Source: an optimization exercise on an open RTL-to-GDS flow (aim: small area). Production flows keep margins and buffers that such runs may drop.
At most, simulation tests tie the RTL to the original design; equivalence was not proved.
Power is estimated from default activity; no workload was simulated.

// pwm_core
module pwm_core #(
  parameter int unsigned NOutputs = 6,
  parameter int unsigned PhaseCntDw = 16,
  parameter int unsigned BeatCntDw = 27,
  localparam int unsigned DcResnDw = $clog2(PhaseCntDw)
) (
  input                           clk_core_i,
  input                           rst_core_ni,
  input                           cfg_qe,
  input                           cntr_en_i,
  input [DcResnDw-1:0]            dc_resn_i,
  input [BeatCntDw-1:0]           clk_div_i,
  input                           pwm_en_qe,
  input [NOutputs-1:0]            pwm_en_i,
  input                           invert_qe,
  input [NOutputs-1:0]            invert_i,
  input [NOutputs-1:0]            param_qe,
  input [NOutputs-1:0]            blink_en_i,
  input [NOutputs-1:0]            htbt_en_i,
  input [NOutputs*PhaseCntDw-1:0] phase_delay_i,
  input [NOutputs-1:0]            duty_qe,
  input [NOutputs*PhaseCntDw-1:0] duty_a_i,
  input [NOutputs*PhaseCntDw-1:0] duty_b_i,
  input [NOutputs-1:0]            blink_qe,
  input [NOutputs*PhaseCntDw-1:0] blink_x_i,
  input [NOutputs*PhaseCntDw-1:0] blink_y_i,
  output logic [NOutputs-1:0]     pwm_o
);
Size in the first run: about 4400 cells after synthesis, ~570 I/O pins.
clock: 14.0 ns
lec_check: 0
cap_margin: 20
core_margin: 2
core_utilization: 40
slew_margin: 20
standard.sh (not shown) runs the stock make flow with config.mk's settings and CLKGATE_MAP_FILE= SYNTH_SCRIPT=/design/flow/synth_recipe.tcl, a recipe that flattens the netlist after the stock synthesis.
==> flow/flow/run.sh <==
#!/bin/bash
# Standard layout, with single-strength port buffers and no CTS dummy loads.
set -euo pipefail
export BUFFER_PORTS_ARGS="-buffer_cell sky130_fd_sc_hd__buf_1"
export CTS_ARGS="-sink_clustering_enable -repair_clock_nets -dont_use_dummy_load"
bash standard.sh > standard.log 2>&1
The first run ran to the end with no violations.
Then changed:
--- a/flow/config.mk
+++ b/flow/config.mk
@@ -8,4 +8,5 @@
 export CAP_MARGIN = 20
 export CORE_MARGIN = 2
-export CORE_UTILIZATION = 40
+export CORE_UTILIZATION = 65
+export PLACE_DENSITY = 0.75
 export SLEW_MARGIN = 20
The changed run finished clean.
Core utilization went up by 28 points.
Final area went down by 1.7%.
Maximum frequency went up by 0.44%.
Global-route usage went up by 14 points.
Sequential share of layout area went up by 0.34 points.
Total power went down by 1.3%.
Setup slack improved by 59 ps.
Synthesized cell count stays the same.
Via count went up by 3.6%.
Cell count went down by 7.6%.
Count of clock-buffer cells in the layout went down by 3.
Then changed:
--- a/flow/config.mk
+++ b/flow/config.mk
@@ -8,5 +8,6 @@
 export CAP_MARGIN = 20
 export CORE_MARGIN = 2
-export CORE_UTILIZATION = 65
-export PLACE_DENSITY = 0.75
+export CORE_UTILIZATION = 40
+export CTS_BUF_LIST = sky130_fd_sc_hd__clkbuf_4 sky130_fd_sc_hd__clkbuf_8
+export GPL_TIMING_DRIVEN = 0
 export SLEW_MARGIN = 20
The changed run ran to the end with no violations.
Via count decreases by about 0.3%.
Core utilization decreases by 27 points.
Wire length increases by about 18%.
Die area increases by 61%.
Final area increases by about 3%.
Maximum frequency decreases by about 1.4%.
Cell count increases by 11%.
Global-route usage decreases by 12 points.
Total power increases by about 3%.
Clock skew increases by 25 ps.
Then changed:
==> flow/run.sh (new file) <==
#!/bin/bash
# synth_recipe.tcl (not shown) runs the flow's synth.tcl, then flattens the netlist and writes it again
# the make line also repeats each setting of config.mk as NAME=value (left out here)
make -C /OpenROAD-flow-scripts/flow DESIGN_CONFIG=/design/flow/config.mk WORK_HOME=/design/flow/orfs CLKGATE_MAP_FILE= SYNTH_SCRIPT=/design/flow/synth_recipe.tcl finish
--- a/flow/config.mk
+++ b/flow/config.mk
@@ -9,5 +9,3 @@
 export CORE_MARGIN = 2
 export CORE_UTILIZATION = 40
-export CTS_BUF_LIST = sky130_fd_sc_hd__clkbuf_4 sky130_fd_sc_hd__clkbuf_8
-export GPL_TIMING_DRIVEN = 0
 export SLEW_MARGIN = 20
removed: flow/flow/run.sh
removed: flow/standard.sh
The new run produced a clean layout.
Area after synthesis does not change.
Setup slack improved by 100 ps.
Power increases by a few percent.
Critical path depth drops by 7.
No functional check of the RTL was part of any run of this note.

## run 1
Another version of the RTL of pwm_core (not shown whole).
For scale: roughly 3900 cells after synthesis, ~310 flip-flops, about 570 I/O pins, about 32000 sq um of cells after synthesis.
Settings: LEC_CHECK=0, CAP_MARGIN=0, CORE_MARGIN=2, CORE_UTILIZATION=65, PLACE_DENSITY=0.75, SLEW_MARGIN=0; clock period 14.0 ns.
==> flow/flow/run.sh <==
#!/bin/bash
# Standard layout, with single-strength port buffers and a lighter clock tree.
set -euo pipefail
export BUFFER_PORTS_ARGS="-buffer_cell sky130_fd_sc_hd__buf_1"
export CTS_ARGS="-sink_clustering_enable -repair_clock_nets -dont_use_dummy_load -buf_list {sky130_fd_sc_hd__clkbuf_8} -root_buf sky130_fd_sc_hd__clkbuf_8 -sink_clustering_size 20 -sink_clustering_max_diameter 50"
bash standard.sh > standard.log 2>&1
## Diff of input files: run 2 against run 1
Settings: a change of CORE_UTILIZATION from 65 to 70; a change of SLEW_MARGIN from 0 to 20; a change of PLACE_DENSITY from 0.75 to 0.8; a change of CAP_MARGIN from 0 to 20.
==> flow/flow/run.sh <==
#!/bin/bash
# Standard layout, with single-strength port buffers and a lighter clock tree.
set -euo pipefail
export BUFFER_PORTS_ARGS="-buffer_cell sky130_fd_sc_hd__buf_1"
export GPL_KEEP_OVERFLOW=0
export CTS_ARGS="-sink_clustering_enable -repair_clock_nets -dont_use_dummy_load -buf_list {sky130_fd_sc_hd__clkbuf_4} -root_buf sky130_fd_sc_hd__clkbuf_8 -sink_clustering_size 10 -sink_clustering_max_diameter 40"
bash standard.sh > standard.log 2>&1
Results
Relative to run 1, combinational share of power has gone up in run 2. Final-report max-slew violation count: run 1 vs run 2 identical. The final reports for run 2 and run 1 show net switching power figure higher in the former. Taking run 1 as the reference, in run 2 hold-critical path depth went down, critical path depth went down, number of multi-input logic gates did not really move. The final reports for run 2 and run 1 show minimum clock period after layout higher in the former. For the number of cells on the worst reg-to-reg path, run 2 came in 6 higher than run 1 did. Cmp run 2 vs run 1: largest net degree at the start of global routing lower in run 2. Run 2: done, clean on timing, DRC and antenna. Against run 1, run 2 comes in 0.059 nW higher on standby leakage power. Compared with run 1, run 2 shows global-route wire length before repair higher by 1.7 mm. Of the two values seen for worst setup path startpoint, duty_b_i[15] was produced by run 1 and duty_b_i[49] by run 2.
Inputs modified between run 2 and run 3:
==> flow/flow/run.sh <==
#!/bin/bash
# Standard layout, with single-strength port buffers and a lighter clock tree.
set -euo pipefail
export BUFFER_PORTS_ARGS="-buffer_cell sky130_fd_sc_hd__buf_1"
export CTS_ARGS="-sink_clustering_enable -repair_clock_nets -dont_use_dummy_load -buf_list {sky130_fd_sc_hd__clkbuf_4} -root_buf sky130_fd_sc_hd__clkbuf_8 -sink_clustering_size 10 -sink_clustering_max_diameter 40"
bash standard.sh > standard.log 2>&1
## What came out
- From run 3 to run 2, mean instance size in the synthesized netlist did not move at all.
- Comparing clock share of power for run 3 and run 2, the bigger number came from run 2.
- Row multi-input gate area in the final layout: run 3 lower / run 2 higher
- Comparing the two runs side by side, run 3 comes out ahead of run 2 on flop-to-flop setup slack.
- Run 3: PASS, flow complete, no timing, DRC or antenna violations
- Clock skew after layout, run 3 and run 2: lower on run 2
- From run 2 to run 3 the numbers moved as follows: initial antenna violation count went up 6.8%, count of buffers not belonging to the clock network in the layout went up about 3%.
[inputs] run 4 vs run 3
Settings: changing CORE_UTILIZATION from 70 to 65; changing PLACE_DENSITY from 0.8 to 0.75.
==> flow/flow/run.sh <==
#!/bin/bash
# Standard layout, with single-strength port buffers and a lighter clock tree.
set -euo pipefail
export BUFFER_PORTS_ARGS="-buffer_cell sky130_fd_sc_hd__buf_1"
export CTS_ARGS="-sink_clustering_enable -repair_clock_nets -dont_use_dummy_load -buf_list {sky130_fd_sc_hd__clkbuf_8} -root_buf sky130_fd_sc_hd__clkbuf_8 -sink_clustering_size 20 -sink_clustering_max_diameter 50"
bash standard.sh > standard.log 2>&1
Results
- Clock period minus worst slack in run 4 is 0.018 ns lower than in run 3
- Compared with run 3, run 4 shows a utilization after layout that is 5.2 points lower.
- Floorplan die height: run 4 higher than run 3
- Taking run 3 as the reference point, the worst setup skew after layout of run 4 falls by 0.037 ns.
- Final worst setup slack delta (run 4 − run 3): favourable
[inputs] run 5 vs run 4
==> flow/flow/run.sh <==
#!/bin/bash
# Standard layout, with single-strength port buffers and a lighter clock tree.
set -euo pipefail
export BUFFER_PORTS_ARGS="-buffer_cell sky130_fd_sc_hd__buf_1"
export CTS_ARGS="-sink_clustering_enable -repair_clock_nets -dont_use_dummy_load -buf_list {sky130_fd_sc_hd__clkbuf_4} -root_buf sky130_fd_sc_hd__clkbuf_8 -sink_clustering_size 10 -sink_clustering_max_diameter 40"
bash standard.sh > standard.log 2>&1
- Register-to-register slack up 0.02 ns in run 5 wrt run 4
- In the tables for run 5 and run 4, clock latency on the worst-skew pair reads higher with run 5.
- Relative to run 4, largest voltage drop on the vdd net decreased by about 12% in run 5.
- Density: run 5 sparser than run 4
- Any difference in number of placed instances with taps included between run 5 and run 4 is small enough to ignore.
- Compare run 5 and run 4 | share of the clock period used by the worst path after layout lower: run 4
- The global-route usage was comparable across run 5 and run 4.
- Re post-synthesis share of cell area spent on full adders, half adders and majority gates: no difference whatsoever between run 4 and run 5.
- Clock skew, run 5 and run 4, higher one = run 5.
- On run 5: signed area change from the synthesized netlist to the final layout is 0.27 points lower than what run 4 gave.
Changes in run 6 relative to run 5:
Settings: changing PLACE_DENSITY from 0.75 to 0.85; changing CORE_UTILIZATION from 65 to 73.
Notes after the runs:
- Worst supply voltage drop on vdd delta (run 6 − run 5): unfavourable
- Run 5 has lower clock power share than run 6.
- Taking run 5 as the reference, in run 6 average detailed-routed wire length per instance rose 1.5 um; final wirelength up 5.0%.
- As far as cell internal power dissipation is concerned, run 6 and run 5 perform about the same.
- Compared with run 5, run 6 shows met1 wire length that has gone down by a few percent.
- Net count reported at finish: run 5 vs run 6, no meaningful difference
- Looking at die area, run 6 sits about 11% lower than run 5 does.

Another version of the RTL of pwm_core (not shown whole).
Size: about 4000 cells after synthesis, roughly 310 flip-flops, ~570 I/O pins, ~32000 µm² of cells after synthesis.
clock: 14.0 ns
lec_check: 0
cap_margin: 20
core_margin: 2
core_utilization: 40
slew_margin: 20
==> flow/flow/run.sh <==
#!/bin/bash
# Standard layout, with single-strength port buffers and no CTS dummy loads.
set -euo pipefail
export BUFFER_PORTS_ARGS="-buffer_cell sky130_fd_sc_hd__buf_1"
export CTS_ARGS="-sink_clustering_enable -repair_clock_nets -dont_use_dummy_load"
bash standard.sh > standard.log 2>&1
Then changed:
==> flow/flow/run.sh (replaced) <==
#!/bin/bash
# Standard layout, with single-strength port buffers and a lighter clock tree.
set -euo pipefail
export BUFFER_PORTS_ARGS="-buffer_cell sky130_fd_sc_hd__buf_1"
export CTS_ARGS="-sink_clustering_enable -repair_clock_nets -dont_use_dummy_load -buf_list {sky130_fd_sc_hd__clkbuf_8} -root_buf sky130_fd_sc_hd__clkbuf_8 -sink_clustering_size 20 -sink_clustering_max_diameter 50"
bash standard.sh > standard.log 2>&1
Settings changed: CORE_UTILIZATION 40 to 65, PLACE_DENSITY set to 0.75.
=>
- global-route usage rises by 13 points
- wire length drops by 9.9%
- die area goes down by 38%

pwm_core, a different RTL version from the one above (not shown whole).
For scale: roughly 4000 cells after synthesis, ~570 I/O pins.
==> flow/config.mk <==
export PLATFORM = sky130hd
export DESIGN_NAME = pwm_core
export DESIGN_NICKNAME = pwm_core
export VERILOG_FILES = /design/flow/design.v
export SDC_FILE = /design/flow/constraint.sdc
export NUM_CORES = 4
export LEC_CHECK = 0
export CAP_MARGIN = 20
export CORE_MARGIN = 2
export CORE_UTILIZATION = 65
export PLACE_DENSITY = 0.75
export SLEW_MARGIN = 20
==> flow/constraint.sdc <==
create_clock -name core_clock -period 14.0 [get_ports {clk_core_i}]
set_input_delay 2.8000 -clock core_clock [delete_from_list [all_inputs] [get_ports {clk_core_i}]]
set_output_delay 2.8000 -clock core_clock [all_outputs]
set_load 0.01 [all_outputs]
==> flow/flow/run.sh <==
#!/bin/bash
# Standard layout, with single-strength port buffers and a lighter clock tree.
set -euo pipefail
export BUFFER_PORTS_ARGS="-buffer_cell sky130_fd_sc_hd__buf_1"
export CTS_ARGS="-sink_clustering_enable -repair_clock_nets -dont_use_dummy_load -buf_list {sky130_fd_sc_hd__clkbuf_4} -root_buf sky130_fd_sc_hd__clkbuf_8 -sink_clustering_size 10 -sink_clustering_max_diameter 40"
bash standard.sh > standard.log 2>&1
Edit:
==> flow/flow/run.sh (replaced) <==
#!/bin/bash
# Standard layout, with single-strength port buffers and a lighter clock tree.
set -euo pipefail
export BUFFER_PORTS_ARGS="-buffer_cell sky130_fd_sc_hd__buf_1"
export CTS_ARGS="-sink_clustering_enable -repair_clock_nets -dont_use_dummy_load -buf_list {sky130_fd_sc_hd__clkbuf_8} -root_buf sky130_fd_sc_hd__clkbuf_8 -sink_clustering_size 20 -sink_clustering_max_diameter 50"
bash standard.sh > standard.log 2>&1
=>
- clock-buffer cell count goes down by 19
- first-iteration DRC count is higher by 2.8%
- flip-flop and latch count is unchanged
- via count goes down by 0.73%
- wire length decreases by 0.50%
- register-to-register slack degrades by 0.02 ns
- die area is unchanged
- worst setup slack improves by 0.020 ns
- critical path depth stays the same
- area after synthesis stays the same

-- re-timing with driven ports --
In the flow no input, the clock included, has a driving cell. The finished layouts below were timed again as built, in two steps.
Step 1 sets driving cells, clkbuf_16 on the clock port and buf_2 on the other inputs (assumed; they add their load-dependent delay and slew).
Step 2 adds t to the input delays and takes it off the output delays; t is the mean of the earliest and latest rising clock arrival at the registers after step 1. Input paths then give back, and output paths get back, about the clock's delay inside the block.
Three values: ideal ports, drivers, drivers and shift; two values: the first two.
| run | t (ns) | setup WS [ns] | worst setup path at the end | worst register clock-pin slew, ns |
|---|---|---|---|---|
| the first run of note 1 | 0.639 | 0.511 / 0.560 / -0.079 | input to register | 0.06 / 0.06 |
| the second run of note 1 | 0.626 | 0.570 / 0.603 / -0.023 | input to register | 0.06 / 0.06 |
| the third run of note 1 | 0.642 | 0.386 / 0.403 / -0.239 | input to register | 0.06 / 0.06 |
| the fourth run of note 1 | 0.663 | 0.490 / 0.529 / -0.134 | input to register | 0.06 / 0.06 |
| run 1 | 0.696 | 0.672 / 0.712 / 0.016 | input to register | 0.11 / 0.11 |
| run 2 | 0.727 | 0.344 / 0.371 / -0.355 | input to register | 0.11 / 0.11 |
| run 3 | 0.694 | 0.650 / 0.685 / -0.009 | input to register | 0.11 / 0.11 |
| run 4 | 0.696 | 0.668 / 0.708 / 0.012 | input to register | 0.11 / 0.11 |
| run 5 | 0.694 | 0.645 / 0.682 / -0.012 | input to register | 0.11 / 0.11 |
| run 6 | 0.701 | 0.578 / 0.612 / -0.089 | input to register | 0.11 / 0.11 |
| the first run of note 3 | 0.642 | 0.395 / 0.399 / -0.243 | input to register | 0.06 / 0.06 |
| the second run of note 3 | 0.682 | 0.319 / 0.326 / -0.357 | input to register | 0.11 / 0.11 |
| the first run of note 4 | 0.705 | 0.623 / 0.662 / -0.043 | input to register | 0.11 / 0.11 |
| the second run of note 4 | 0.709 | 0.643 / 0.685 / -0.024 | input to register | 0.11 / 0.11 |
Met with ideal ports but missed after step 2: setup timing in 12 of these runs. The setup slack of run 2, which loses most, moves by +0.027 ns with the drivers and by -0.699 ns with both steps.
